This is an optimization exercise on Yosys and OpenROAD, whose aim is small area, not a production implementation.
The RTL was checked by simulation tests, not by an equivalence proof against the original design.
Power is estimated from default activity; no workload was simulated.

**flow/flow/run.sh**
```bash
#!/bin/bash
# Layout flow: the standard synthesis unchanged, then the standard ORFS
# layout with small port buffers and without the largest buffer cells, so
# repair sizes high-fanout nets with moderate drivers.
set -o pipefail
here=$(pwd)
dont_use="$(tr -s ' \n' ' ' < flow/dont_use.txt)"
bash standard.sh synth > "$here/synth.log" 2>&1 || exit 1
bash standard.sh \
  "BUFFER_PORTS_ARGS=-buffer_cell sky130_fd_sc_hd__buf_1" \
  "DONT_USE_CELLS=$dont_use" \
  finish > "$here/layout.log" 2>&1 || exit 1
```
**flow/flow/dont_use.txt**
```
 sky130_fd_sc_hd__probe_p_8 sky130_fd_sc_hd__probec_p_8 sky130_fd_sc_hd__lpflow_bleeder_1 sky130_fd_sc_hd__lpflow_clkbufkapwr_1 sky130_fd_sc_hd__lpflow_clkbufkapwr_16 sky130_fd_sc_hd__lpflow_clkbufkapwr_2 sky130_fd_sc_hd__lpflow_clkbufkapwr_4 sky130_fd_sc_hd__lpflow_clkbufkapwr_8 sky130_fd_sc_hd__lpflow_clkinvkapwr_1 sky130_fd_sc_hd__lpflow_clkinvkapwr_16 sky130_fd_sc_hd__lpflow_clkinvkapwr_2 sky130_fd_sc_hd__lpflow_clkinvkapwr_4 sky130_fd_sc_hd__lpflow_clkinvkapwr_8 sky130_fd_sc_hd__lpflow_decapkapwr_12 sky130_fd_sc_hd__lpflow_decapkapwr_3 sky130_fd_sc_hd__lpflow_decapkapwr_4 sky130_fd_sc_hd__lpflow_decapkapwr_6 sky130_fd_sc_hd__lpflow_decapkapwr_8 sky130_fd_sc_hd__lpflow_inputiso0n_1 sky130_fd_sc_hd__lpflow_inputiso0p_1 sky130_fd_sc_hd__lpflow_inputiso1n_1 sky130_fd_sc_hd__lpflow_inputiso1p_1 sky130_fd_sc_hd__lpflow_inputisolatch_1 sky130_fd_sc_hd__lpflow_isobufsrc_1 sky130_fd_sc_hd__lpflow_isobufsrc_16 sky130_fd_sc_hd__lpflow_isobufsrc_2 sky130_fd_sc_hd__lpflow_isobufsrc_4 sky130_fd_sc_hd__lpflow_isobufsrc_8 sky130_fd_sc_hd__lpflow_isobufsrckapwr_16 sky130_fd_sc_hd__lpflow_lsbuf_lh_hl_isowell_tap_1 sky130_fd_sc_hd__lpflow_lsbuf_lh_hl_isowell_tap_2 sky130_fd_sc_hd__lpflow_lsbuf_lh_hl_isowell_tap_4 sky130_fd_sc_hd__lpflow_lsbuf_lh_isowell_4 sky130_fd_sc_hd__lpflow_lsbuf_lh_isowell_tap_1 sky130_fd_sc_hd__lpflow_lsbuf_lh_isowell_tap_2 sky130_fd_sc_hd__lpflow_lsbuf_lh_isowell_tap_4  sky130_fd_sc_hd__buf_6 sky130_fd_sc_hd__buf_8 sky130_fd_sc_hd__buf_12 sky130_fd_sc_hd__buf_16 sky130_fd_sc_hd__bufinv_16 sky130_fd_sc_hd__bufinv_8 sky130_fd_sc_hd__bufbuf_16 sky130_fd_sc_hd__bufbuf_8 sky130_fd_sc_hd__inv_12 sky130_fd_sc_hd__inv_16 sky130_fd_sc_hd__clkinv_16 sky130_fd_sc_hd__clkdlybuf4s50_1 sky130_fd_sc_hd__clkdlybuf4s50_2 sky130_fd_sc_hd__clkdlybuf4s25_1 sky130_fd_sc_hd__clkdlybuf4s25_2 sky130_fd_sc_hd__clkdlybuf4s18_1 sky130_fd_sc_hd__clkdlybuf4s18_2 sky130_fd_sc_hd__clkdlybuf4s15_1 sky130_fd_sc_hd__clkdlybuf4s15_2
```
**flow/standard.sh**
```bash
#!/bin/bash
# synth_recipe.tcl (not shown) runs the flow's synth.tcl, then flattens the netlist and writes it again
# the make line also repeats each setting of config.mk as NAME=value (left out here)
make -C /OpenROAD-flow-scripts/flow DESIGN_CONFIG=/design/flow/config.mk WORK_HOME=/design/flow/orfs CLKGATE_MAP_FILE= SYNTH_SCRIPT=/design/flow/synth_recipe.tcl "${@:-finish}"
```
**flow/config.mk**
```make
export PLATFORM = sky130hd
export DESIGN_NAME = RFTOP
export DESIGN_NICKNAME = RFTOP
export VERILOG_FILES = /design/flow/design.v
export SDC_FILE = /design/flow/constraint.sdc
export NUM_CORES = 4
export LEC_CHECK = 0
export CAP_MARGIN = 0
export CORE_MARGIN = 2
export CORE_UTILIZATION = 50
export CTS_BUF_LIST = sky130_fd_sc_hd__clkbuf_16
export CTS_CLUSTER_DIAMETER = 80
export CTS_CLUSTER_SIZE = 25
export GPL_TIMING_DRIVEN = 0
export PLACE_DENSITY = 0.65
export SLEW_MARGIN = 0
export SYNTH_HIERARCHICAL = 1
```
**flow/constraint.sdc**
```tcl
create_clock -name core_clock -period 6.0 [get_ports {clk}]
set_input_delay 1.2000 -clock core_clock [delete_from_list [all_inputs] [get_ports {clk}]]
set_output_delay 1.2000 -clock core_clock [all_outputs]
set_load 0.01 [all_outputs]
```
**flow/design.v**
```verilog
module rf_aoi222 (input a0, b0, a1, b1, a2, b2, output y);
	assign y = ~((a0 & b0) | (a1 & b1) | (a2 & b2));
endmodule
module rf_nand2 (input a0, b0, output y);
	assign y = ~(a0 & b0);
endmodule
module rf_or11n (input [3:0] a, input [3:0] b, input [2:0] c, output y);
	assign y = ~(&a) | ~(&b) | ~(&c);
endmodule
module rf_rdbit (input [31:1] sel, input [31:1] d, output y);
	logic [10:0] t;
	genvar k;
	generate
		for (k = 0; k < 10; k++) begin : g
			rf_aoi222 u (.a0(sel[3*k+1]), .b0(d[3*k+1]), .a1(sel[3*k+2]), .b1(d[3*k+2]),
			             .a2(sel[3*k+3]), .b2(d[3*k+3]), .y(t[k]));
		end
	endgenerate
	rf_nand2 u31 (.a0(sel[31]), .b0(d[31]), .y(t[10]));
	rf_or11n uo (.a(t[3:0]), .b(t[7:4]), .c(t[10:8]), .y(y));
endmodule
module rf_hold (input q, d, we, nwe, output y);
	assign y = (q & nwe) | (d & we);
endmodule
module RFTOP
(
input clk,
input reset,
input Reg_Write_i,
input [4:0] Read_Register_1_i,
input [4:0] Read_Register_2_i,
input [4:0] Write_Register_i,
input [31:0] Write_Data_i,
output [31:0] Read_Data_1_o,
output [31:0] Read_Data_2_o
);
logic [31:0] regs [31:1];
logic [31:0] nxt [31:1];
logic [31:1] valid;
logic [31:1] we, nwe;
logic [31:1] sel1, sel2;
always_comb
	for (int i = 1; i < 32; i++) begin
		we[i]   = Reg_Write_i && (Write_Register_i == 5'(i));
		nwe[i]  = !we[i];
		sel1[i] = valid[i] && (Read_Register_1_i == 5'(i));
		sel2[i] = valid[i] && (Read_Register_2_i == 5'(i));
	end
always_ff @(posedge clk, negedge reset)
	if (!reset) valid <= '0;
	else        valid <= valid | we;
genvar i, b;
generate
	for (i = 1; i < 32; i++) begin : r
		for (b = 0; b < 32; b++) begin : h
			rf_hold u (.q(regs[i][b]), .d(Write_Data_i[b]), .we(we[i]), .nwe(nwe[i]), .y(nxt[i][b]));
		end
	end
endgenerate
always_ff @(posedge clk)
	for (int j = 1; j < 32; j++)
		regs[j] <= nxt[j];
generate
	for (b = 0; b < 32; b++) begin : rb
		logic [31:1] d;
		for (i = 1; i < 32; i++) begin : c
			assign d[i] = regs[i][b];
		end
		rf_rdbit u1 (.sel(sel1), .d(d), .y(Read_Data_1_o[b]));
		rf_rdbit u2 (.sel(sel2), .d(d), .y(Read_Data_2_o[b]));
	end
endgenerate
endmodule
```
==> results.json, run 1 <==
{
  "num_vias": 40000,
  "synthCells": 3209,
  "grt_pass1_wl_um": 268000,
  "wl_per_cell_um": 41.9,
  "synth_fp_nets": 3259,
  "finalSetupViolCount": 0,
  "wl_um": 191000,
  "clkPwrFrac_pct": 25.8,
  "cp.arrival_ps": 4570,
  "synth_compound_area_share_pct": 39.4,
  "fin_nets": 3538,
  "hp-class": "reg2reg",
  "met3_usage_pct": 15.6,
  "ys_ff_latch": 1023,
  "cts_root_buffer": "clkbuf_16",
  "hold_viol": 0,
  "max_freq_mhz": 173,
  "fp.coreArea_um2": 77200,
  "power.internal_uw": 11100,
  "seqPwrFrac_pct": 59.5,
  "cap_violations": 0,
  "slew_headroom_pct": 25.3,
  "hold_ws_ps": 470,
  "synthAdderAreaFrac_pct": 0,
  "ys.warnings.count": 10,
  "antenna_found_initial": 9,
  "synth_top_family_by_area": "compound AO/OA/AOI/OAI gates",
  "ys_types": 33,
  "p_leak_uw": 0.0164,
  "place_area_um2": 41900,
  "dieWidth_um": 283,
  "tightest_slew_ps": 1120,
  "critPathRequiredTime_ps": 4800,
  "synth_xor_area_share_pct": 0,
  "grt_pass1_vias": 38600,
  "grt_usage_pct": 45.8,
  "rsz0062_at_grt": "false",
  "switching_power_uw": 4420,
  "cts_buffer_depth": 3,
  "outcome": "no timing/DRC/antenna violations",
  "io_pins": 114,
  "synthToLayoutAreaGrowth_pct": 11.7,
  "hp-start": "valid[8]",
  "reg2reg_from": "regs[7][28]",
  "dieArea_um2": 80000,
  "syn_area_per_cell_um2": 12.1,
  "drive_gt1_share_pct": 10.1,
  "gr-total-overflow": 0,
  "reg2reg_depth": 1,
  "clock_skew_ps": 0,
  "cts_sinks": 1023,
  "design_area_um2": 43400,
  "cts_tree": "done",
  "yosysSeqAreaShare_pct": 53.1,
  "clkTransAtPathRegs_ps": 80,
  "die_h_um": 283,
  "grt_busiest_layer": "met2",
  "r2r_end": "regs[7][28]",
  "cts_inserted_buffers": 50,
  "synth-simple-area-share_pct": 7.21,
  "r2r_slack_ps": 5290,
  "met2_usage_pct": 65.6,
  "drtAntennaViolNets": 0,
  "timing.final.crit_share_pct": 96.1,
  "io_buffers": 113,
  "critPathLaunchType": "input port",
  "initial_utilization_pct": 50.4,
  "final_max_slew_viol_count": 0,
  "grt_max_degree": 33,
  "gp_congestion": 0.926,
  "path_max_fanout": 32,
  "ir_drop_v": 0.000237,
  "crit_type": "in2out",
  "comb_power_share_pct": 14.7,
  "startpoint": "Read_Register_2_i[2]",
  "hpwl_um": 115000,
  "crit_end": "Read_Data_2_o[18]",
  "switching_share_pct": 28.5,
  "cts_htree_levels": 2,
  "grt_use_met1_pct": 56.2,
  "critPathCaptureType": "output pin",
  "synth_mux_area_share_pct": 0,
  "drc": 0,
  "clock_latency_ps": 650,
  "power.density_nw_per_um2": 358,
  "synth_area_um2": 38900,
  "via_per_inst": 8.77,
  "finalCriticalPeriod_ps": 5770,
  "first_pass_iters": 17,
  "dr.first_iter.drc_count": 9900,
  "fp-row-count": 102
}
metal layers:
| metal | routed length, um | up-vias |
|---|---|---|
| li1 | - | 15400 |
| met1 | 65500 | 19300 |
| met2 | 78100 | 4177 |
| met3 | 29600 | 1134 |
| met4 | 17900 | 4 |
| met5 | 24 | - |
cell usage after synthesis:
library cell | count | area [um2]
a21o_1 | 31 | 233
a222oi_1 | 640 | 6410
a22o_1 | 992 | 8690
and2_0 | 1 | 6.26
and2_1 | 3 | 18.8
and3_1 | 60 | 375
and3b_1 | 5 | 43.8
and4_1 | 1 | 8.76
and4b_1 | 3 | 30.0
and4bb_2 | 1 | 12.5
buf_2 | 11 | 55.1
buf_4 | 2 | 15.0
buf_6 | 1 | 11.3
clkbuf_1 | 8 | 30.0
clkbuf_2 | 2 | 10.0
dfrtp_1 | 31 | 776
dfxtp_1 | 992 | 19900
nand2_1 | 96 | 360
nand2b_1 | 2 | 12.5
nand3_1 | 68 | 340
nand4_1 | 129 | 807
nand4b_1 | 3 | 26.3
nand4bb_1 | 3 | 33.8
nor2_1 | 35 | 131
nor2b_1 | 8 | 50.1
nor3_1 | 2 | 10.0
nor3b_1 | 9 | 67.6
nor4_1 | 1 | 6.26
nor4b_4 | 1 | 23.8
nor4bb_1 | 2 | 20.0
or2_2 | 1 | 6.26
or3_1 | 64 | 400
or4b_4 | 1 | 13.8
placed cells by master, fill, tap and decap left out, types with 3 or more instances in the layout:
cell and count:
buf_4 110, and4b_1 3, clkinv_1 3, nor3b_2 3, nand2_1 65, clkbuf_16 55
nand4bb_1 3, a22o_1 992, nor3b_1 6, a222oi_1 640, clkinv_2 5, and3b_1 5
inv_1 6, clkinv_8 3, nand3_1 68, a21o_1 31, nor2_4 31, buf_1 82
buf_2 36, nor2b_1 8, dfrtp_1 31, and3_2 57, and2_1 3, clkbuf_1 7
nand2_2 31, diode_2 7, nand4b_1 3, dfxtp_1 992, or3_1 64, nand4_1 129
nor2_1 4, clkbuf_2 15
Yosys stat by module (local to each module, per instance), a selection:
module     flops+latches  copies in the design
rf_hold                0                   992
rf_or11n               0                    64
rf_aoi222              0                   640
rf_nand2               0                    64
RFTOP               1023                     1
power groups by stage:
stage                     clock (uW)  combinational [uW]  sequential, uW
after floorplan                    0                1570            9030
after global placement             0                2090            9160
after detailed placement           0                2200            9300
after CTS                       3990                2210            9160
after global routing            4240                2380            9360
final                           4010                2280            9250
metrics by stage:
step	power [uW]	cells	util, %	worst slack (ps)	TNS (ps)
CTS	15400	4551	56.2	584	0
finish	15500	4558	56.2	233	0
floorplan	10600	3209	-	495	0
detailed placement	11500	4476	54.2	588	0
global route	16000	4553	56.2	149	0
global placement	11200	4362	52.6	-4770	-149690
logic make-up (layout without fill, tap and decap cells):
family	count (synthesis)	after routing
AO/OA/AOI/OAI	1663	1663
flip-flops	1023	1023
AND/OR/NAND/NOR	499	499
buffers and inverters	24	326
other	0	7
critical path: stages:
cell,delay [ps]
buf_1,270
nor3b_1,660
and3_2,970
a222oi_1,310
nand4_1,620
or3_1,300
buf_1,190
worst min-delay path by stage:
stage	end	slack (ps)	cells after the start
after floorplan	valid[10]	430	1
after global placement	valid[1]	440	1
after detailed placement	valid[23]	450	1
after CTS	valid[4]	470	1
after global routing	valid[8]	490	1
final	valid[8]	470	1
registers in the layout (all words and copies together), names as in the netlist:
register  cells
regs        992
valid        31
layout make-up:
cell class	instances	area (um2)
multi-input cells	2162	18500
diodes	7	17.5
clock buffers	55	1380
plain buffers	24	123
fillers	6437	33800
well taps	1040	1300
clock inverters	20	134
flip-flops and latches	1023	20600
repair buffers	227	1300
timing repair:
action                                  4_1_cts  5_1_grt
gates resized for setup                       0        3
buffers inserted                              0        0
hold buffers                                  0        0
endpoints found under the setup margin        0        1
==> run 2: changes to the inputs <==
==> flow/flow/run.sh (replaced) <==
#!/bin/bash
# Layout flow: the standard synthesis unchanged, then the standard ORFS
# layout with small port buffers, without the largest buffer cells, and
# with the drivers of high-fanout nets upsized before repair_design, so
# repair meets slew limits mostly by sizing instead of inserting buffers.
set -o pipefail
here=$(pwd)
dont_use="$(tr -s ' \n' ' ' < flow/dont_use.txt)"
bash standard.sh synth > "$here/synth.log" 2>&1 || exit 1
HF_SIZE=2 HF_MIN_FANOUT=20 bash standard.sh \
  "BUFFER_PORTS_ARGS=-buffer_cell sky130_fd_sc_hd__buf_1" \
  "DONT_USE_CELLS=$dont_use" \
  "PRE_RESIZE_TCL=$here/flow/upsize_hf.tcl" \
  finish > "$here/layout.log" 2>&1 || exit 1
==> flow/flow/upsize_hf.tcl (new file) <==
# Upsize the drivers of high-fanout nets before repair_design, so that
# repair meets slew limits by sizing instead of inserting buffers.
set hf_size [expr {[info exists ::env(HF_SIZE)] ? $::env(HF_SIZE) : 4}]
set hf_min  [expr {[info exists ::env(HF_MIN_FANOUT)] ? $::env(HF_MIN_FANOUT) : 20}]
set block [ord::get_db_block]
set db [ord::get_db]
set n_up 0
foreach net [$block getNets] {
  if {[$net getSigType] ne "SIGNAL"} { continue }
  set iterms [$net getITerms]
  if {[llength $iterms] <= $hf_min} { continue }
  foreach it $iterms {
    if {[$it isOutputSignal]} {
      set inst [$it getInst]
      set m [[$inst getMaster] getName]
      if {[regexp {^(.*)_([0-9]+)$} $m -> base sz] && $sz < $hf_size} {
        set new [$db findMaster "${base}_${hf_size}"]
        if {$new ne "NULL"} { $inst swapMaster $new; incr n_up }
      }
    }
  }
}
puts "upsize_hf: upsized $n_up drivers to _$hf_size"
==> results.json, run 2 <==
{
  "fp.coreArea_um2": 77200,
  "cts_root_buffer": "clkbuf_16",
  "synth_area_leader_cell": "dfxtp_1",
  "wl_per_cell_um": 42.5,
  "regMostFlops": "regs",
  "cts_tree": "done",
  "ys_ff_latch": 1023,
  "wl_um": 190000,
  "stdcell_count": 4475,
  "synth-edff-count": 0,
  "critPathRequiredTime_ps": 4800,
  "grt_max_degree": 33,
  "cts_htree_levels": 2,
  "setup_tns_ps": 0,
  "dominantRegCellSynth": "dfxtp_1",
  "cts_inserted_buffers": 50,
  "comb_power_share_pct": 14.7,
  "final_max_slew_viol_count": 0,
  "hold_buffers": 0,
  "r2r_end": "regs[4][22]",
  "startpoint": "Read_Register_1_i[1]",
  "ys_types": 33,
  "synth_fp_nets": 3259,
  "finalSetupViolCount": 0,
  "antenna_found_initial": 10,
  "finalCriticalPeriod_ps": 5820,
  "io_pins": 114,
  "timing.final.crit_share_pct": 96.9,
  "drc": 0,
  "r2r_slack_ps": 5300,
  "dieWidth_um": 283,
  "power.density_nw_per_um2": 360,
  "cts_sinks": 1023,
  "drtAntennaViolNets": 0,
  "yosys-top-cells-area": "dfxtp_1 (51%), a22o_1 (22%), a222oi_1 (16%)",
  "place_inst": 4401,
  "reg2reg_from": "regs[4][22]",
  "gp_congestion": 0.926,
  "clkTransAtPathRegs_ps": 70,
  "pre_cts_ws_ps": 419,
  "worstHoldPathCells": 1,
  "yosysSeqAreaShare_pct": 53.1,
  "ys.warnings.count": 10,
  "largest_reg_flops": 992,
  "reg2reg_depth": 1,
  "slew_headroom_pct": 2.70,
  "clock_skew_ps": 0,
  "gr-total-overflow": 0,
  "dieArea_um2": 80000,
  "hpwl_um": 104000,
  "power.internal_uw": 11000,
  "seqPwrFrac_pct": 59.8,
  "via_per_inst": 8.81,
  "fin_nets": 3463,
  "outcome": "no timing/DRC/antenna violations",
  "initial_utilization_pct": 50.4,
  "ir_drop_v": 0.000237,
  "dr.first_iter.drc_count": 9237,
  "grt_pass1_wl_um": 266000,
  "synth_top_area_share_pct": 51.1,
  "num_vias": 39400,
  "cap_violations": 0,
  "switching_power_uw": 4410,
  "p_leak_uw": 0.0160,
  "synth_commonest_cells": "a22o_1 (992), dfxtp_1 (992), a222oi_1 (640)",
  "crit_end": "Read_Data_1_o[18]",
  "first_pass_iters": 15,
  "tightest_slew_ps": 1460,
  "critPathLaunchType": "input port",
  "switching_share_pct": 28.5,
  "clkPwrFrac_pct": 25.5,
  "cp.arrival_ps": 4620,
  "cts_buffer_depth": 3,
  "synthCells": 3209,
  "io_buffers": 113,
  "fillCellCount": 6505,
  "drive_gt1_share_pct": 8.28,
  "hp-class": "reg2reg",
  "async_reset_ff_share_pct": 3.03,
  "synthToLayoutAreaGrowth_pct": 10.2,
  "layout_common_cells": "a22o_1 (992), dfxtp_1 (992), a222oi_1 (640)",
  "crit_type": "in2out",
  "setup_slack_ps": 184,
  "synth_area_um2": 38900,
  "biggestRegsByFlops": "regs x992, valid x31",
  "fp-row-count": 102,
  "path_max_fanout": 32,
  "grt_usage_pct": 45.5,
  "critPathCaptureType": "output pin",
  "max_freq_mhz": 172,
  "die_h_um": 283,
  "syn_area_per_cell_um2": 12.1,
  "rsz0062_at_grt": "false",
  "clock_latency_ps": 670,
  "hold_viol": 0,
  "grt_pass1_vias": 38400
}
## run 2: changes by cell type in the layout (fill, tap and decap cells not counted), sizes merged
cell / delta
clkbuf: -15
clkinvlp: +2
clkinv: -1
buf: -63
diode: -4
inv: -2
## run 2: power by group through the flow
| stage | clock network, uW | logic (uW) | registers, uW |
|---|---|---|---|
| after global placement | 0 | 2090 | 9160 |
| after detailed placement | 0 | 2200 | 9300 |
| after global routing | 4150 | 2380 | 9360 |
| final | 3940 | 2270 | 9230 |
| after CTS | 3920 | 2200 | 9160 |
| after floorplan | 0 | 1570 | 9030 |
## run 2: cell type report
type | count | area [um2] | area share [%]
Clock buffer | 52 | 1300 | 3.04
Sequential cell | 1023 | 20600 | 48.2
Clock inverter | 19 | 149 | 0.348
Timing Repair Buffer | 152 | 758 | 1.77
Tap cell | 1040 | 1300 | 3.04
Buffer | 24 | 123 | 0.286
Antenna cell | 3 | 7.51 | 0.0175
Multi-Input combinational cell | 2162 | 18600 | 43.3
## run 2: Yosys stat by module, one instance, submodules excluded, excerpt
module     copies in the design  flops+latches
rf_aoi222                   640              0
rf_nand2                     64              0
rf_or11n                     64              0
rf_hold                     992              0
RFTOP                         1           1023
## run 2: worst max-delay path, stage by stage
cell,delay (ps)
buf_1,90
clkbuf_2,250
and3b_1,360
and3_2,610
a222oi_1,520
nand4_1,700
or3_1,690
buf_1,170
## run 2: stage by stage
step,hold WS (ps),area (um2),power (uW),util [%]
2_1_floorplan,433,38900,10600,-
3_3_place_gp,445,40600,11200,52.6
3_5_place_dp,453,41400,11500,53.6
4_1_cts,470,42800,15300,55.5
5_1_grt,487,42800,15900,55.5
6_report,473,42800,15400,55.5
## run 2: how the worst min path moves through the flow
stage | startpoint | end | slack (ps)
2_1_floorplan | valid[10] | valid[10] | 430
3_3_place_gp | valid[1] | valid[1] | 440
3_5_place_dp | valid[12] | valid[12] | 450
4_1_cts | valid[12] | valid[12] | 470
5_1_grt | valid[12] | valid[12] | 490
6_report | valid[8] | valid[8] | 470
## run 2: logic make-up after synthesis
group	count (synthesis)	share of synthesized area (%)
AOI/OAI and AO/OA	1663	39.4
buffers and inverters	24	0.312
DFF	1023	53.1
and+or+nand+nor	499	7.21
## run 2: layer usage
metal  part of all wire (%)  vias to the layer above  track usage (%)  wire [um]
li1                       -                    15200                -          -
met2                     40                     3959             65.4      77000
met3                     16                     1091             16.6      31100
met1                     34                    19200             55.5      64600
met5                  0.029                        -                0         55
met4                    9.2                        8             34.8      17500
## run 2: what timing repair did
item	CTS	global route
gates resized for setup	0	2
endpoints found under the setup margin	0	2
setup buffers	0	0
==> run 3: changes to the inputs <==
--- a/flow/config.mk
+++ b/flow/config.mk
@@ -12,3 +12,3 @@
 export CTS_CLUSTER_DIAMETER = 80
-export CTS_CLUSTER_SIZE = 25
+export CTS_CLUSTER_SIZE = 28
 export GPL_TIMING_DRIVEN = 0
==> results.json, run 3 <==
{
  "cp.arrival_ps": 4570,
  "hold_ws_ps": 472,
  "clkPwrFrac_pct": 25.2,
  "layout_common_cells": "a22o_1 (992), dfxtp_1 (992), a222oi_1 (640)",
  "critPathMostFrequentCell": "buf_1",
  "ys_types": 33,
  "biggestRegsByFlops": "regs x992, valid x31",
  "ys_ff_latch": 1023,
  "hold_end": "valid[4]",
  "power.density_nw_per_um2": 359,
  "fillCellCount": 6509,
  "cts-resized-gates": 0,
  "comb_power_share_pct": 14.8,
  "hold_viol": 0,
  "max_stage_delay_ps": 690,
  "synth-simple-area-share_pct": 7.21,
  "synth-edff-count": 0,
  "synth_mux_area_share_pct": 0,
  "synth_area_leader_cell": "dfxtp_1",
  "critPathCaptureType": "output pin",
  "antenna_found_initial": 13,
  "synth_fp_nets": 3259,
  "wl_per_cell_um": 42.4,
  "final_core_util_pct": 55.4,
  "seqPwrFrac_pct": 60.1,
  "hp-start": "valid[4]",
  "dieWidth_um": 283,
  "fin_nets": 3459,
  "switching_power_uw": 4400,
  "dominantRegCellSynth": "dfxtp_1",
  "ys.warnings.count": 10,
  "cts_buffer_depth": 3,
  "grt_pass1_vias": 38300,
  "dieArea_um2": 80000,
  "cts_inserted_buffers": 46,
  "drc": 0,
  "die_h_um": 283,
  "critPathRequiredTime_ps": 4800,
  "max_freq_mhz": 173,
  "outcome": "no timing/DRC/antenna violations",
  "power.internal_uw": 11000,
  "finalCriticalPeriod_ps": 5770,
  "r2r_end": "regs[1][11]",
  "synthToLayoutAreaGrowth_pct": 10.1,
  "hpwl_um": 104000,
  "pre_cts_ws_ps": 419,
  "via_per_inst": 8.78,
  "clkTransAtPathRegs_ps": 80,
  "hp-class": "reg2reg",
  "synth_area_um2": 38900,
  "clock_latency_ps": 670,
  "gp_congestion": 0.926,
  "cts_sinks": 1023,
  "synthAdderAreaFrac_pct": 0,
  "timing.final.crit_share_pct": 96.1,
  "regMostFlops": "regs",
  "first_pass_iters": 12,
  "r2r_slack_ps": 5300,
  "num_vias": 39300,
  "async_reset_ff_share_pct": 3.03,
  "yosysSeqAreaShare_pct": 53.1,
  "slew_headroom_pct": 2.33,
  "p_leak_uw": 0.0160,
  "path_cells": "buf_1 -> clkbuf_2 -> and3b_1 -> and3_2 -> a222oi_1 -> nand4_1 -> or3_1 -> buf_1",
  "grt_max_degree": 33,
  "cap_violations": 0,
  "largest_reg_flops": 992,
  "setup_slack_ps": 235,
  "grt_usage_pct": 45.4,
  "tightest_slew_ps": 1460,
  "postCtsSetupBuffers": 0,
  "path_max_fanout": 32,
  "cts_tree": "done",
  "gr-total-overflow": 0,
  "fp-row-count": 102,
  "crit_type": "in2out",
  "drive_gt1_share_pct": 8.30,
  "finalSetupViolCount": 0,
  "reg2reg_from": "regs[1][11]",
  "final_max_slew_viol_count": 0,
  "cts_htree_levels": 2,
  "dr.first_iter.drc_count": 9202,
  "worstHoldPathCells": 1,
  "initial_utilization_pct": 50.4,
  "crit_path_top_delay_cell": "or3_1",
  "yosys-top-cells-area": "dfxtp_1 (51%), a22o_1 (22%), a222oi_1 (16%)",
  "synth_commonest_cells": "a22o_1 (992), dfxtp_1 (992), a222oi_1 (640)",
  "synth_compound_area_share_pct": 39.4,
  "critPathLaunchType": "input port",
  "synthCells": 3209,
  "fp.coreArea_um2": 77200,
  "cts_root_buffer": "clkbuf_16",
  "synth_top_area_share_pct": 51.1,
  "setup_tns_ps": 0,
  "synth_xor_area_share_pct": 0,
  "io_pins": 114,
  "drtAntennaViolNets": 0,
  "hold_buffers": 0,
  "syn_area_per_cell_um2": 12.1,
  "grt_pass1_wl_um": 265000,
  "synth_top_family_by_area": "compound AO/OA/AOI/OAI gates",
  "io_buffers": 113,
  "wl_um": 190000,
  "ir_drop_v": 0.000245,
  "reg2reg_depth": 1,
  "rsz0062_at_grt": "false",
  "clock_skew_ps": 0,
  "switching_share_pct": 28.7
}
[run 3: cell counts after synthesis]
Identical to the previous run, type by type.
[run 3: routing by layer]
metal  up-vias  part of all wire (%)  track usage (%)
met4        12                   9.0             35.1
met5         -                 0.076                0
li1      15200                     -                -
met1     19100                    34             55.1
met2      3969                    41             64.7
met3      1053                    16             17.4
[run 3: worst max-delay path: cells and delay by family]
family                 cells  cell delay, ps
buffers and inverters      3             510
AND/OR/NAND/NOR            4            2320
AO/OA/AOI/OAI              1             500
[run 3: cell type report]
type / instances / area (um2) / share of cell area, %
sequential: 1023 / 20600 / 48.2
clock buffer: 49 / 1230 / 2.86
multi-input combinational: 2162 / 18600 / 43.4
tap: 1040 / 1300 / 3.04
timing repair buffer: 152 / 758 / 1.77
clock inverter: 24 / 186 / 0.436
antenna: 4 / 10.0 / 0.0234
buffer: 24 / 123 / 0.286
[run 3: per-module statistics from Yosys (local to each module, per instance), excerpt]
module / times used / area, um2
rf_hold: 992 / 8.76
RFTOP: 1 / 22000
rf_or11n: 64 / 23.8
rf_aoi222: 640 / 10.0
rf_nand2: 64 / 3.75
[run 3: power groups by stage]
stage | Combinational [uW] | Sequential, uW | Clock (uW)
after floorplan | 1570 | 9030 | 0
after global placement | 2090 | 9160 | 0
after detailed placement | 2200 | 9300 | 0
after CTS | 2200 | 9150 | 3850
after global routing | 2380 | 9360 | 4080
final | 2270 | 9230 | 3870
[run 3: through the flow]
| stage | instance area [um2] | power, uW | instances |
|---|---|---|---|
| finish | 42800 | 15400 | 4478 |
| global route | 42800 | 15800 | 4476 |
| CTS | 42800 | 15200 | 4474 |
| detailed placement | 41400 | 11500 | 4401 |
| global placement | 40600 | 11200 | 4362 |
| floorplan | 38900 | 10600 | 3209 |
[run 3: how the worst max path moves through the flow]
stage                               startpoint                 to  slack, ps
after floorplan           Read_Register_1_i[1]   Read_Data_1_o[0]        500
after global placement    Read_Register_1_i[1]  Read_Data_1_o[20]      -4770
after detailed placement  Read_Register_1_i[1]   Read_Data_1_o[3]        420
after CTS                 Read_Register_1_i[1]  Read_Data_1_o[25]        380
after global routing      Read_Register_1_i[1]   Read_Data_1_o[3]        190
final                     Read_Register_1_i[1]  Read_Data_1_o[18]        230
[run 3: kinds of logic (layout without fill, tap and decap cells)]
logic type	Yosys count	count (layout)
AND/OR/NAND/NOR	499	499
buffers and inverters	24	249
other	0	4
AO/OA/AOI/OAI	1663	1663
flip-flops	1023	1023
==> run 4: changes to the inputs <==
--- a/flow/config.mk
+++ b/flow/config.mk
@@ -9,8 +9,8 @@
 export CORE_MARGIN = 2
-export CORE_UTILIZATION = 50
+export CORE_UTILIZATION = 60
 export CTS_BUF_LIST = sky130_fd_sc_hd__clkbuf_16
 export CTS_CLUSTER_DIAMETER = 80
-export CTS_CLUSTER_SIZE = 28
+export CTS_CLUSTER_SIZE = 25
 export GPL_TIMING_DRIVEN = 0
-export PLACE_DENSITY = 0.65
+export PLACE_DENSITY = 0.72
 export SLEW_MARGIN = 0
==> results.json, run 4 <==
{
  "outcome": "complete, but fails checks",
  "violations": "negative setup slack",
  "die_h_um": 259,
  "synthToLayoutAreaGrowth_pct": 9.30,
  "crit_path_top_delay_cell": "and3_2",
  "synth_fp_nets": 3259,
  "path_max_fanout": 32,
  "biggestRegsByFlops": "regs x992, valid x31",
  "hold_viol": 0,
  "wl_um": 183000,
  "num_vias": 40000,
  "via_per_inst": 9.32,
  "hold_buffers": 0,
  "cts_root_buffer": "clkbuf_16",
  "yosysSeqAreaShare_pct": 53.1,
  "hp-start": "valid[22]",
  "critPathLaunchType": "input port",
  "dieWidth_um": 259,
  "postCtsSetupBuffers": 0,
  "worstHoldPathCells": 1,
  "syn_area_per_cell_um2": 12.1,
  "clock_skew_ps": 0,
  "grt_usage_pct": 52.0,
  "max_freq_mhz": 166,
  "io_pins": 114,
  "slew_headroom_pct": 7.09,
  "crit_type": "in2out",
  "cts-resized-gates": 0,
  "antenna_found_initial": 10,
  "dr.first_iter.drc_count": 10700,
  "cap_violations": 0,
  "hold_end": "valid[22]",
  "grt_pass1_wl_um": 258000,
  "critPathMostFrequentCell": "buf_1",
  "dominantRegCellSynth": "dfxtp_1",
  "timing.final.crit_share_pct": 101,
  "grt_pass1_vias": 38900,
  "cts_buffer_depth": 3,
  "synth-edff-count": 0,
  "finalCriticalPeriod_ps": 6040,
  "gp_congestion": 0.976,
  "power.density_nw_per_um2": 359,
  "drtAntennaViolNets": 0,
  "critPathCaptureType": "output pin",
  "dieArea_um2": 66900,
  "cts_inserted_buffers": 48,
  "ys.warnings.count": 10,
  "ys_ff_latch": 1023,
  "pre_cts_ws_ps": 494,
  "regMostFlops": "regs",
  "fp-row-count": 93,
  "grt_max_degree": 33,
  "startpoint": "Read_Register_1_i[1]",
  "cts_htree_levels": 2,
  "cts_tree": "done",
  "synth_top_area_share_pct": 51.1,
  "finalSetupViolCount": 2,
  "hp-class": "reg2reg",
  "cts_sinks": 1023,
  "largest_reg_flops": 992,
  "hpwl_um": 99200,
  "r2r_slack_ps": 5280,
  "max_stage_delay_ps": 690,
  "r2r_end": "regs[31][8]",
  "drive_gt1_share_pct": 7.97,
  "tightest_slew_ps": 1390,
  "first_pass_iters": 22,
  "wl_per_cell_um": 42.6,
  "setup_slack_ps": -39.2,
  "rsz0062_at_grt": "false",
  "cp.arrival_ps": 4840,
  "place_inst": 4217,
  "synth_area_um2": 38900,
  "fp.coreArea_um2": 64200,
  "ir_drop_v": 0.000298,
  "synth_area_leader_cell": "dfxtp_1",
  "synth_commonest_cells": "a22o_1 (992), dfxtp_1 (992), a222oi_1 (640)",
  "fin_nets": 3462,
  "drc": 0,
  "path_cells": "buf_1 -> clkbuf_1 -> nor3b_1 -> and3_2 -> a222oi_1 -> nand4_1 -> or3_1 -> buf_1",
  "async_reset_ff_share_pct": 3.03,
  "final_max_slew_viol_count": 0,
  "initial_utilization_pct": 60.5,
  "clock_latency_ps": 650,
  "synthCells": 3209,
  "stdcell_count": 4295,
  "ys_types": 33,
  "yosys-top-cells-area": "dfxtp_1 (51%), a22o_1 (22%), a222oi_1 (16%)",
  "reg2reg_from": "regs[31][8]",
  "gr-total-overflow": 0,
  "critPathRequiredTime_ps": 4800,
  "p_leak_uw": 0.0160,
  "clkTransAtPathRegs_ps": 100,
  "layout_common_cells": "a22o_1 (992), dfxtp_1 (992), a222oi_1 (640)",
  "io_buffers": 113,
  "reg2reg_depth": 1
}
-- run 4: cell counts after synthesis --
No cell type changed its count.
-- run 4: cell families after synthesis --
family / synth area share [%]
compound gates: 39.4
flops: 53.1
buf+inv: 0.312
simple gates: 7.21
-- run 4: worst max-delay path by stage --
stage,cells after the start,slack [ps],endpoint
3_5_place_dp,8,490,Read_Data_1_o[15]
3_3_place_gp,7,-4500,Read_Data_1_o[8]
4_1_cts,8,480,Read_Data_1_o[15]
5_1_grt,8,40,Read_Data_1_o[0]
6_report,8,-40,Read_Data_1_o[21]
2_1_floorplan,5,500,Read_Data_1_o[0]
-- run 4: worst max-delay path, delay by kind of cell --
| family | cells | cell delay, ps |
|---|---|---|
| AND/OR/NAND/NOR | 4 | 2210 |
| buffers and inverters | 3 | 900 |
| AO/OA/AOI/OAI | 1 | 500 |
-- run 4: per-module statistics from Yosys (local to each module, per instance), excerpt --
module / times used / cell area, um2 / cells
RFTOP: 1 / 22000 / 1257
rf_aoi222: 640 / 10.0 / 1
rf_hold: 992 / 8.76 / 1
rf_nand2: 64 / 3.75 / 1
rf_or11n: 64 / 23.8 / 4
-- run 4: final cells by class --
class / count / area [um2]
diodes: 13 / 32.5
plain buffers: 24 / 121
clock buffers: 49 / 1230
clock inverters: 16 / 90.1
fillers: 5023 / 21700
multi-input cells: 2162 / 18600
flip-flops and latches: 1023 / 20600
well taps: 855 / 1070
repair buffers: 153 / 766
-- run 4: through the flow --
stage	cell area (um2)	utilization (%)	setup TNS (ps)	total power (uW)	hold WS, ps
after global routing	42500	66.1	0	15700	498
after global placement	40400	62.9	-137760	11200	444
after floorplan	38900	-	0	10600	433
after detailed placement	41200	64.1	0	11500	450
final	42500	66.2	-41.0	15200	475
after CTS	42500	66.1	0	15000	472
-- run 4: layer usage --
layer,GRT usage (%),wire length (um),vias to the layer above
met5,1.28,126,-
met4,42.5,18000,9
met3,21.5,32100,1286
met2,73.8,73900,4423
met1,61.5,58700,19100
li1,-,-,15200
-- run 4: report_power, final --
group | internal, uW | leakage (uW) | switching (uW)
clock | 1490 | 0.000668 | 2260
combinational | 1290 | 0.00670 | 972
sequential | 8150 | 0.00861 | 1090
==> run 5: changes to the inputs <==
--- a/flow/config.mk
+++ b/flow/config.mk
@@ -9,3 +9,3 @@
 export CORE_MARGIN = 2
-export CORE_UTILIZATION = 60
+export CORE_UTILIZATION = 55
 export CTS_BUF_LIST = sky130_fd_sc_hd__clkbuf_16
@@ -14,3 +14,3 @@
 export GPL_TIMING_DRIVEN = 0
-export PLACE_DENSITY = 0.72
+export PLACE_DENSITY = 0.68
 export SLEW_MARGIN = 0
==> results.json, run 5 <==
{
  "via_per_inst": 8.95,
  "drc": 0,
  "grt_pass1_vias": 37800,
  "outcome": "no timing/DRC/antenna violations",
  "cap_violations": 0,
  "clock_skew_ps": 0,
  "layout_common_cells": "a22o_1 (992), dfxtp_1 (992), a222oi_1 (640)",
  "largest_reg_flops": 992,
  "clkTransAtPathRegs_ps": 90,
  "dr.first_iter.drc_count": 10200,
  "p_leak_uw": 0.0160,
  "cts_sinks": 1023,
  "drive_gt1_share_pct": 8.12,
  "gp_congestion": 0.916,
  "wl_um": 184000,
  "finalCriticalPeriod_ps": 5850,
  "final_max_slew_viol_count": 0,
  "critPathCaptureType": "output pin",
  "cts-resized-gates": 0,
  "cts_htree_levels": 2,
  "max_freq_mhz": 171,
  "critPathRequiredTime_ps": 4800,
  "hpwl_um": 101000,
  "tightest_slew_ps": 1390,
  "dominantRegCellSynth": "dfxtp_1",
  "dieArea_um2": 72800,
  "rsz0062_at_grt": "false",
  "synth_area_leader_cell": "dfxtp_1",
  "biggestRegsByFlops": "regs x992, valid x31",
  "path_max_fanout": 32,
  "wl_per_cell_um": 42.0,
  "ys_types": 33,
  "antenna_found_initial": 15,
  "stdcell_count": 4381,
  "synthCells": 3209,
  "finalSetupViolCount": 0,
  "gr-total-overflow": 0,
  "cts_buffer_depth": 3,
  "hold_buffers": 0,
  "grt_max_degree": 33,
  "timing.final.crit_share_pct": 97.5,
  "regMostFlops": "regs",
  "cp_num_buf_inv": 3,
  "grt_usage_pct": 47.5,
  "critPathMostFrequentCell": "buf_1",
  "async_reset_ff_share_pct": 3.03,
  "setup_slack_ps": 153,
  "cts_tree": "done",
  "crit_type": "in2out",
  "synth_top_area_share_pct": 51.1,
  "cts_inserted_buffers": 49,
  "max_stage_delay_ps": 680,
  "fp.coreArea_um2": 70000,
  "power.density_nw_per_um2": 361,
  "place_inst": 4302,
  "clock_latency_ps": 650,
  "fin_nets": 3463,
  "synth-edff-count": 0,
  "synth_area_um2": 38900,
  "pre_cts_ws_ps": 468,
  "cp.arrival_ps": 4650,
  "ys_ff_latch": 1023,
  "synth_commonest_cells": "a22o_1 (992), dfxtp_1 (992), a222oi_1 (640)",
  "cts_root_buffer": "clkbuf_16",
  "io_pins": 114,
  "synthToLayoutAreaGrowth_pct": 9.80,
  "ir_drop_v": 0.000251,
  "path_cells": "buf_1 -> clkbuf_1 -> nor3b_1 -> and3_2 -> a222oi_1 -> nand4_1 -> or3_1 -> buf_1",
  "yosys-top-cells-area": "dfxtp_1 (51%), a22o_1 (22%), a222oi_1 (16%)",
  "grt_pass1_wl_um": 257000,
  "num_vias": 39200,
  "io_buffers": 113,
  "postCtsSetupBuffers": 0,
  "hold_viol": 0,
  "fp-row-count": 97,
  "slew_headroom_pct": 7.02,
  "ys.warnings.count": 10,
  "synth_fp_nets": 3259,
  "hp-class": "reg2reg",
  "crit_path_top_delay_cell": "or3_1",
  "first_pass_iters": 14,
  "r2r_slack_ps": 5280,
  "syn_area_per_cell_um2": 12.1,
  "die_h_um": 270,
  "drtAntennaViolNets": 0,
  "crit_family": "simple AND/OR/NAND/NOR gates",
  "initial_utilization_pct": 55.5,
  "critPathLaunchType": "input port",
  "yosysSeqAreaShare_pct": 53.1,
  "dieWidth_um": 270
}
==> run 5: cell counts after synthesis <==
No cell type changed its count.
==> run 5: final timing paths <==
check | startpoint | end | depth (start not counted)
worst max-delay path | Read_Register_1_i[1] | Read_Data_1_o[18] | 8
worst min-delay path | valid[24] | valid[24] | 1
worst max register to register | regs[28][21] | regs[28][21] | 1
worst min register to register | valid[24] | valid[24] | 1
max in group asynchronous | reset | valid[26] | 1
min in group asynchronous | reset | valid[29] | 1
==> run 5: layer usage <==
metal / vias to the layer above / share of wire (%) / track usage, %
li1: 15200 / - / -
met1: 18900 / 34 / 58.7
met2: 4088 / 40 / 66.7
met3: 982 / 17 / 19.1
met4: 16 / 8.6 / 34.2
met5: - / 0.099 / 1.32
==> run 5: Yosys stat by module (local to each module, per instance), excerpt <==
module	cells	times used	area, um2	flip-flops and latches
rf_hold	1	992	8.76	0
rf_or11n	4	64	23.8	0
rf_aoi222	1	640	10.0	0
RFTOP	1257	1	22000	1023
rf_nand2	1	64	3.75	0
==> run 5: kinds of logic (layout without fill, tap and decap cells) <==
group | count (synthesis) | after routing | share of synthesized area (%)
DFF | 1023 | 1023 | 53.1
and+or+nand+nor | 499 | 499 | 7.21
buffers and inverters | 24 | 249 | 0.312
AOI/OAI and AO/OA | 1663 | 1663 | 39.4
other | 0 | 7 | 0
==> run 5: cell type report <==
type	instances	area, um2
Multi-Input combinational cell	2162	18600
Clock inverter	20	119
Tap cell	940	1180
Fill cell	5713	27300
Sequential cell	1023	20600
Timing Repair Buffer	153	766
Buffer	24	121
Antenna cell	7	17.5
Clock buffer	52	1300
==> run 5: metrics by stage <==
| stage | hold slack (ps) | util (%) | TNS, ps | cell area, um2 | power (uW) |
|---|---|---|---|---|---|
| finish | 470 | 61.0 | 0 | 42700 | 15400 |
| global route | 488 | 61.0 | 0 | 42700 | 15800 |
| CTS | 470 | 60.9 | 0 | 42700 | 15200 |
| detailed placement | 450 | 58.9 | 0 | 41300 | 11500 |
| global placement | 445 | 57.8 | -152230 | 40500 | 11200 |
| floorplan | 433 | - | 0 | 38900 | 10600 |
==> run 5: report_power, final <==
group          total [uW]  switching, uW  internal [uW]
clock                3900           2320           1580
sequential           9240           1080           8150
combinational        2260            971           1290

afterwards: timing with drivers on the ports:
No port has a modelled driver above. Below, the same layouts with a new extraction and two added sets of constraints. Step 1 sets driving cells, clkbuf_16 on the clock port and buf_2 on the other inputs (assumed; they add their load-dependent delay and slew). Step 2 adds t to the input delays and takes it off the output delays; t is the mean of the earliest and latest rising clock arrival at the registers after step 1. Input paths then give back, and output paths get back, about the clock's delay inside the block. Three values: no drivers, after step 1, after step 2; two values: the first two.
run	shift t [ns]	setup WS [ns]	clock arrival spread, ns
run 1	0.730	0.233 / 0.202 / 0.202	0.058 / 0.057
run 2	0.722	0.184 / 0.162 / 0.162	0.055 / 0.055
run 3	0.721	0.235 / 0.213 / 0.213	0.067 / 0.067
run 4	0.710	-0.039 / -0.068 / -0.068	0.033 / 0.033
run 5	0.736	0.153 / 0.131 / 0.131	0.039 / 0.039
For run 1, which loses most, drivers alone change the setup slack by -0.031 ns; drivers and shift together by -0.031 ns.
